What follows belongs to an exercise in optimizing a design on an open flow for small area; a production flow would make more cautious choices.
The RTL was checked by simulation tests, not by an equivalence proof against the original design.

==> inputs of 08-19 <==
==> flow/design.v <==
module conway_life(
    input clk,
    input load,
    input [255:0] data,
    output reg [255:0] q );
    reg [255:0] nxt;
    reg [3:0] s;
    integer r, c, dr, dc;
    always @* begin
        for (r = 0; r < 16; r = r + 1)
            for (c = 0; c < 16; c = c + 1) begin
                s = 4'd0;
                for (dr = 15; dr <= 17; dr = dr + 1)
                    for (dc = 15; dc <= 17; dc = dc + 1)
                        s = s + q[((r + dr) % 16) * 16 + (c + dc) % 16];
                nxt[r*16 + c] = (s == 4'd3) | (q[r*16 + c] & (s == 4'd4));
            end
    end
    always @(posedge clk)
        q <= load ? data : nxt;
endmodule
==> flow/flow/run.sh <==
#!/bin/bash
# Layout flow: the standard synthesis is run unchanged (its registers are
# the ones the layout keeps), then its combinational logic is replaced by the
# hand-mapped netlist that gen_netlist.py writes from tile.v (same registers,
# same names, same cell type), and the standard ORFS flow lays that netlist
# out, with each port buffered by a buf_1 and a clock tree of clkbuf_4.
set -euo pipefail
R=orfs/results/sky130hd/conway_life/base
bash standard.sh synth > synth_standard.log 2>&1
cp $R/1_2_yosys.v standard_1_2_yosys.v
python3 flow/gen_netlist.py flow/tile.v standard_1_2_yosys.v netlist.v > gen_netlist.log 2>&1
cp netlist.v $R/1_2_yosys.v
rm -f $R/1_synth.odb $R/1_synth.sdc
export BUFFER_PORTS_ARGS="-buffer_cell sky130_fd_sc_hd__buf_1"
B=sky130_fd_sc_hd__clkbuf_4
export CTS_ARGS="-sink_clustering_enable -repair_clock_nets -dont_use_dummy_load -buf_list $B -root_buf $B -sink_clustering_size 6 -sink_clustering_max_diameter 60"
bash standard.sh finish > layout.log 2>&1
==> flow/flow/gen_netlist.py <==
#!/usr/bin/env python3
"""Write the gate-level netlist of conway_life for sky130hd.

usage: gen_netlist.py TILE STANDARD_NETLIST OUT_NETLIST

STANDARD_NETLIST is the standard synthesis of the RTL; it is read only to
check that its registers are the 256 dfxtp_1 cells named q[i]$_DFF_P_ that
this netlist also uses, so the registers pair by name.

Structure, per row r:
  * column sum V(r,c) = q[r-1][c] + q[r][c] + q[r+1][c], one fa_1 giving
    {COUT, SUM};
  * for each pair of columns 2k, 2k+1 one copy of TILE, a gate-level module
    (written by ABC) with inputs vl = V(r,2k-1), va = V(r,2k), vb = V(r,2k+1),
    vr = V(r,2k+2) as {carry, sum}, qe = q[r][2k], qo = q[r][2k+1], load,
    de = data[r*16+2k], do_ = data[r*16+2k+1], and outputs ne and no, the
    next values of q[r][2k] and q[r][2k+1]:
      next = load ? data : (S == 3 | q & S == 4),
    S being the sum of the three column sums around the cell.
"""
import re
import sys

P = "sky130_fd_sc_hd__"


def check_standard(path):
    txt = open(path).read()
    cells = re.findall(r"^\s*(sky130_fd_sc_hd__\w+)\s+(\\\S+|\S+)\s*\(", txt, re.M)
    regs = {}
    for cell, name in cells:
        if re.search(r"df|dl", cell[len(P):]):
            regs[name.lstrip("\\")] = cell
    want = {"q[%d]$_DFF_P_" % i: P + "dfxtp_1" for i in range(256)}
    if regs != want:
        sys.exit("standard synthesis registers differ from the expected ones: %r"
                 % sorted(set(regs.items()) ^ set(want.items()))[:10])


def read_tile(path):
    """Gate list [(cell, {pin: net})] of the tile module; port nets keep
    their names (without escapes), internal nets are prefixed with '_'."""
    txt = open(path).read()
    body = txt[txt.index(";", txt.index("module")) + 1:]
    ports = set()
    for kind in ("input", "output"):
        for m in re.finditer(r"\b%s\b(.*?);" % kind, body, re.S):
            for p in m.group(1).split(","):
                ports.add(p.strip().lstrip("\\").strip())
    if re.search(r"\bassign\b", body):
        sys.exit("tile has assign statements")
    gates = []
    for m in re.finditer(r"(sky130_fd_sc_hd__\w+)\s+[^\s(]+\s*\((.*?)\);", body, re.S):
        pins = {}
        for pm in re.finditer(r"\.(\w+)\(\s*(\\\S+\s|[^()\s]+)\s*\)", m.group(2)):
            net = pm.group(2).strip().lstrip("\\")
            pins[pm.group(1)] = net if net in ports else "_" + net
        gates.append((m.group(1)[len(P):], pins))
    return gates


class Net:
    def __init__(self):
        self.insts = []
        self.wires = set()
        self.count = 0

    def add(self, cell, pins, name=None):
        self.count += 1
        if name is None:
            name = "g%d" % self.count
        self.insts.append((P + cell, name, pins))

    def inst(self, tmpl, prefix, binds):
        for cell, pins in tmpl:
            pp = {}
            for pin, net in pins.items():
                if net.startswith("_"):
                    w = prefix + re.sub(r"\W", "_", net)
                    self.wires.add(w)
                    pp[pin] = w
                else:
                    pp[pin] = binds[net]
            self.add(cell, pp)

    def write(self, path):
        with open(path, "w") as f:
            f.write("module conway_life(clk, load, data, q);\n")
            f.write("  input clk;\n  input load;\n  input [255:0] data;\n  output [255:0] q;\n")
            for w in sorted(self.wires):
                f.write("  wire %s;\n" % w)
            for cell, name, pins in self.insts:
                conn = ", ".join(".%s(%s)" % (p, n) for p, n in pins.items())
                f.write("  %s %s (%s);\n" % (cell, name, conn))
            f.write("endmodule\n")


def main():
    if len(sys.argv) != 4:
        sys.exit(__doc__)
    tile = read_tile(sys.argv[1])
    check_standard(sys.argv[2])
    n = Net()
    q = lambda r, c: "q[%d]" % ((r % 16) * 16 + c % 16)
    vs = lambda r, c: "vs_%d_%d" % (r, c % 16)
    vc = lambda r, c: "vc_%d_%d" % (r, c % 16)
    for r in range(16):
        for c in range(16):
            n.wires.update([vs(r, c), vc(r, c)])
            n.add("fa_1", {"A": q(r - 1, c), "B": q(r, c), "CIN": q(r + 1, c),
                           "COUT": vc(r, c), "SUM": vs(r, c)})
        for k in range(8):
            a = 2 * k
            i = r * 16 + a
            binds = {"load": "load", "qe": q(r, a), "qo": q(r, a + 1),
                     "de": "data[%d]" % i, "do_": "data[%d]" % (i + 1),
                     "ne": "nx_%d" % i, "no": "nx_%d" % (i + 1)}
            for name, col in (("vl", a - 1), ("va", a), ("vb", a + 1), ("vr", a + 2)):
                binds[name + "[0]"] = vs(r, col)
                binds[name + "[1]"] = vc(r, col)
            n.wires.update(["nx_%d" % i, "nx_%d" % (i + 1)])
            n.inst(tile, "t%d_%d_" % (r, k), binds)
        for c in range(16):
            i = r * 16 + c
            n.add("dfxtp_1", {"CLK": "clk", "D": "nx_%d" % i, "Q": q(r, c)},
                  name="\\q[%d]$_DFF_P_ " % i)
    n.write(sys.argv[3])


main()
==> flow/flow/tile.v <==

module tile ( 
    \vl[0] , \vl[1] , \va[0] , \va[1] , \vb[0] , \vb[1] , \vr[0] , \vr[1] ,
    qe, qo, load, de, do_,
    ne, no  );
  input  \vl[0] , \vl[1] , \va[0] , \va[1] , \vb[0] , \vb[1] , \vr[0] ,
    \vr[1] , qe, qo, load, de, do_;
  output ne, no;
  wire new_n16, new_n17, new_n18, new_n19, new_n20, new_n21, new_n22,
    new_n23, new_n24, new_n25, new_n26, new_n27, new_n28, new_n29, new_n30,
    new_n31, new_n33, new_n34, new_n35, new_n36, new_n37, new_n38;
  sky130_fd_sc_hd__nand2_1                          g00(.A(load), .B(de), .Y(new_n16));
  sky130_fd_sc_hd__nand2_1                          g01(.A(\va[0] ), .B(\vb[0] ), .Y(new_n17));
  sky130_fd_sc_hd__nor2_1                           g02(.A(\va[0] ), .B(\vb[0] ), .Y(new_n18));
  sky130_fd_sc_hd__nor2_1                           g03(.A(\va[1] ), .B(\vb[1] ), .Y(new_n19));
  sky130_fd_sc_hd__o21ai_0                          g04(.A1(\va[1] ), .A2(\vb[1] ), .B1(new_n18), .Y(new_n20));
  sky130_fd_sc_hd__nand2_1                          g05(.A(new_n17), .B(new_n20), .Y(new_n21));
  sky130_fd_sc_hd__nand2_1                          g06(.A(\va[1] ), .B(\vb[1] ), .Y(new_n22));
  sky130_fd_sc_hd__o21ai_0                          g07(.A1(\va[0] ), .A2(\vb[0] ), .B1(new_n22), .Y(new_n23));
  sky130_fd_sc_hd__a21oi_1                          g08(.A1(new_n20), .A2(new_n23), .B1(load), .Y(new_n24));
  sky130_fd_sc_hd__o21ai_0                          g09(.A1(new_n18), .A2(new_n19), .B1(new_n22), .Y(new_n25));
  sky130_fd_sc_hd__a311oi_1                         g10(.A1(new_n17), .A2(new_n20), .A3(new_n24), .B1(new_n25), .C1(load), .Y(new_n26));
  sky130_fd_sc_hd__o21bai_1                         g11(.A1(\vl[0] ), .A2(new_n21), .B1_N(qe), .Y(new_n27));
  sky130_fd_sc_hd__nand2_1                          g12(.A(\vl[0] ), .B(new_n21), .Y(new_n28));
  sky130_fd_sc_hd__a32oi_1                          g13(.A1(new_n24), .A2(new_n27), .A3(new_n28), .B1(new_n26), .B2(\vl[0] ), .Y(new_n29));
  sky130_fd_sc_hd__a21oi_1                          g14(.A1(\vl[0] ), .A2(new_n21), .B1(new_n25), .Y(new_n30));
  sky130_fd_sc_hd__xor2_1                           g15(.A(\vl[1] ), .B(new_n30), .X(new_n31));
  sky130_fd_sc_hd__o21ai_0                          g16(.A1(new_n29), .A2(new_n31), .B1(new_n16), .Y(ne));
  sky130_fd_sc_hd__nand2_1                          g17(.A(load), .B(do_), .Y(new_n33));
  sky130_fd_sc_hd__o21bai_1                         g18(.A1(\vr[0] ), .A2(new_n21), .B1_N(qo), .Y(new_n34));
  sky130_fd_sc_hd__nand2_1                          g19(.A(\vr[0] ), .B(new_n21), .Y(new_n35));
  sky130_fd_sc_hd__a32oi_1                          g20(.A1(new_n24), .A2(new_n34), .A3(new_n35), .B1(new_n26), .B2(\vr[0] ), .Y(new_n36));
  sky130_fd_sc_hd__a21oi_1                          g21(.A1(\vr[0] ), .A2(new_n21), .B1(new_n25), .Y(new_n37));
  sky130_fd_sc_hd__xor2_1                           g22(.A(\vr[1] ), .B(new_n37), .X(new_n38));
  sky130_fd_sc_hd__o21ai_0                          g23(.A1(new_n36), .A2(new_n38), .B1(new_n33), .Y(no));
endmodule


==> flow/standard.sh <==
#!/bin/bash
# synth_recipe.tcl (not shown) runs the flow's synth.tcl, then flattens the netlist and writes it again
# the make line also repeats each setting of config.mk as NAME=value (left out here)
make -C /OpenROAD-flow-scripts/flow DESIGN_CONFIG=/design/flow/config.mk WORK_HOME=/design/flow/orfs CLKGATE_MAP_FILE= SYNTH_SCRIPT=/design/flow/synth_recipe.tcl "${@:-finish}"
==> flow/config.mk <==
export PLATFORM = sky130hd
export DESIGN_NAME = conway_life
export DESIGN_NICKNAME = conway_life
export VERILOG_FILES = /design/flow/design.v
export SDC_FILE = /design/flow/constraint.sdc
export NUM_CORES = 4
export LEC_CHECK = 0
export CAP_MARGIN = 20
export CORE_MARGIN = 2
export CORE_UTILIZATION = 60
export SLEW_MARGIN = 20
==> flow/constraint.sdc <==
create_clock -name core_clock -period 6.0 [get_ports {clk}]
set_input_delay 1.2000 -clock core_clock [delete_from_list [all_inputs] [get_ports {clk}]]
set_output_delay 1.2000 -clock core_clock [all_outputs]
set_load 0.01 [all_outputs]
==> inputs of 04-10, as changes to 08-19 <==
--- a/flow/flow/run.sh
+++ b/flow/flow/run.sh
@@ -13,5 +13,5 @@
 rm -f $R/1_synth.odb $R/1_synth.sdc
 export BUFFER_PORTS_ARGS="-buffer_cell sky130_fd_sc_hd__buf_1"
 B=sky130_fd_sc_hd__clkbuf_4
-export CTS_ARGS="-sink_clustering_enable -repair_clock_nets -dont_use_dummy_load -buf_list $B -root_buf $B -sink_clustering_size 6 -sink_clustering_max_diameter 60"
+export CTS_ARGS="-sink_clustering_enable -repair_clock_nets -dont_use_dummy_load -buf_list $B -root_buf $B -sink_clustering_size 7 -sink_clustering_max_diameter 60"
 bash standard.sh finish > layout.log 2>&1
==> flow/flow/tile.v (replaced) <==

module tile3 ( 
    \vl[0] , \vl[1] , \va[0] , \va[1] , \vb[0] , \vb[1] , \vr[0] , \vr[1] ,
    qe, qo, load, de, do_,
    ne, no  );
  input  \vl[0] , \vl[1] , \va[0] , \va[1] , \vb[0] , \vb[1] , \vr[0] ,
    \vr[1] , qe, qo, load, de, do_;
  output ne, no;
  wire new_n16, new_n17, new_n18, new_n19, new_n20, new_n21, new_n22,
    new_n23, new_n24, new_n25, new_n26, new_n27, new_n28, new_n29, new_n30,
    new_n31, new_n33, new_n34, new_n35, new_n36, new_n37;
  sky130_fd_sc_hd__clkinv_1                         g00(.A(\vl[0] ), .Y(new_n16));
  sky130_fd_sc_hd__clkinv_1                         g01(.A(\vr[0] ), .Y(new_n17));
  sky130_fd_sc_hd__nor2_1                           g02(.A(\va[0] ), .B(\vb[0] ), .Y(new_n18));
  sky130_fd_sc_hd__nor2_1                           g03(.A(\va[1] ), .B(\vb[1] ), .Y(new_n19));
  sky130_fd_sc_hd__nand2_1                          g04(.A(new_n18), .B(new_n19), .Y(new_n20));
  sky130_fd_sc_hd__nand2_1                          g05(.A(\va[1] ), .B(\vb[1] ), .Y(new_n21));
  sky130_fd_sc_hd__o21ai_0                          g06(.A1(new_n18), .A2(new_n19), .B1(new_n21), .Y(new_n22));
  sky130_fd_sc_hd__o21ai_0                          g07(.A1(\vl[1] ), .A2(new_n22), .B1(new_n20), .Y(new_n23));
  sky130_fd_sc_hd__nand2_1                          g08(.A(\va[0] ), .B(\vb[0] ), .Y(new_n24));
  sky130_fd_sc_hd__nor2b_1                          g09(.A(new_n18), .B_N(new_n24), .Y(new_n25));
  sky130_fd_sc_hd__maj3_1                           g10(.A(new_n16), .B(qe), .C(new_n25), .X(new_n26));
  sky130_fd_sc_hd__nor2_1                           g11(.A(new_n18), .B(new_n21), .Y(new_n27));
  sky130_fd_sc_hd__a21oi_1                          g12(.A1(new_n19), .A2(new_n24), .B1(new_n27), .Y(new_n28));
  sky130_fd_sc_hd__a21oi_1                          g13(.A1(\vl[1] ), .A2(new_n22), .B1(load), .Y(new_n29));
  sky130_fd_sc_hd__o221ai_1                         g14(.A1(new_n23), .A2(new_n26), .B1(new_n28), .B2(\vl[1] ), .C1(new_n29), .Y(new_n30));
  sky130_fd_sc_hd__a21oi_1                          g15(.A1(new_n16), .A2(new_n23), .B1(new_n30), .Y(new_n31));
  sky130_fd_sc_hd__a21o_1                           g16(.A1(load), .A2(de), .B1(new_n31), .X(ne));
  sky130_fd_sc_hd__o21ai_0                          g17(.A1(\vr[1] ), .A2(new_n22), .B1(new_n20), .Y(new_n33));
  sky130_fd_sc_hd__maj3_1                           g18(.A(new_n17), .B(qo), .C(new_n25), .X(new_n34));
  sky130_fd_sc_hd__a21oi_1                          g19(.A1(\vr[1] ), .A2(new_n22), .B1(load), .Y(new_n35));
  sky130_fd_sc_hd__o221ai_1                         g20(.A1(\vr[1] ), .A2(new_n28), .B1(new_n33), .B2(new_n34), .C1(new_n35), .Y(new_n36));
  sky130_fd_sc_hd__a21oi_1                          g21(.A1(new_n17), .A2(new_n33), .B1(new_n36), .Y(new_n37));
  sky130_fd_sc_hd__a21o_1                           g22(.A1(load), .A2(do_), .B1(new_n37), .X(no));
endmodule


CORE_UTILIZATION = 70   (was 60)
==> summary.txt <==
metric	04-10	08-19
Width of the die	199 um	217 um
Filler cell count in the final layout	2840	4159
Area of all placed cells without fillers	29700 um^2	30400 um^2
Layout overhead on the synthesized area	11.2%	11.6%
Number of inserted diodes	9	8
Final core area utilization	79.0%	67.4%
Run status	no timing/DRC/antenna violations	no timing/DRC/antenna violations
Post-Route M1 WL	33800 um	38000 um
Core area	37700 um^2	45100 um^2
Fraction of area in multi-input gates	69.5%	72.7%
Min setup slack post-route	3.05 ns	3.11 ns
Clock transition time at the flip-flop clock pins of the worst setup and hold paths	0.11 ns	0.09 ns
Initial core utilization	71.0%	60.4%

-- port drivers added, routing unchanged --
The results above use ideal ports. As a check the final layouts listed here were re-extracted and re-timed, cells and wires unchanged.
Step 1 assumes that a clkbuf_16 drives the clock port and a buf_2 every other input.
Step 2 moves the port delays by t, midway between the first and last clock arrival at a register: inputs arrive t later, outputs are due t later. That takes back most of the time a late clock gives input paths.
Slacks: ideal ports / drivers / drivers and shift; pairs: ideal ports / drivers.
run	t, ns	setup slack, ns	clock arrival spread, ns	worst slew at a driven data input, ns	pins driven straight from the clock port
08-19	0.859	3.111 / 3.054 / 2.609	0.058 / 0.057	0.10	1
04-10	0.882	3.046 / 2.991 / 2.752	0.067 / 0.068	0.10	1
After both steps every run listed still meets setup and hold. The setup slack of 08-19, which loses most, moves by -0.057 ns with the drivers and by -0.502 ns with both steps.
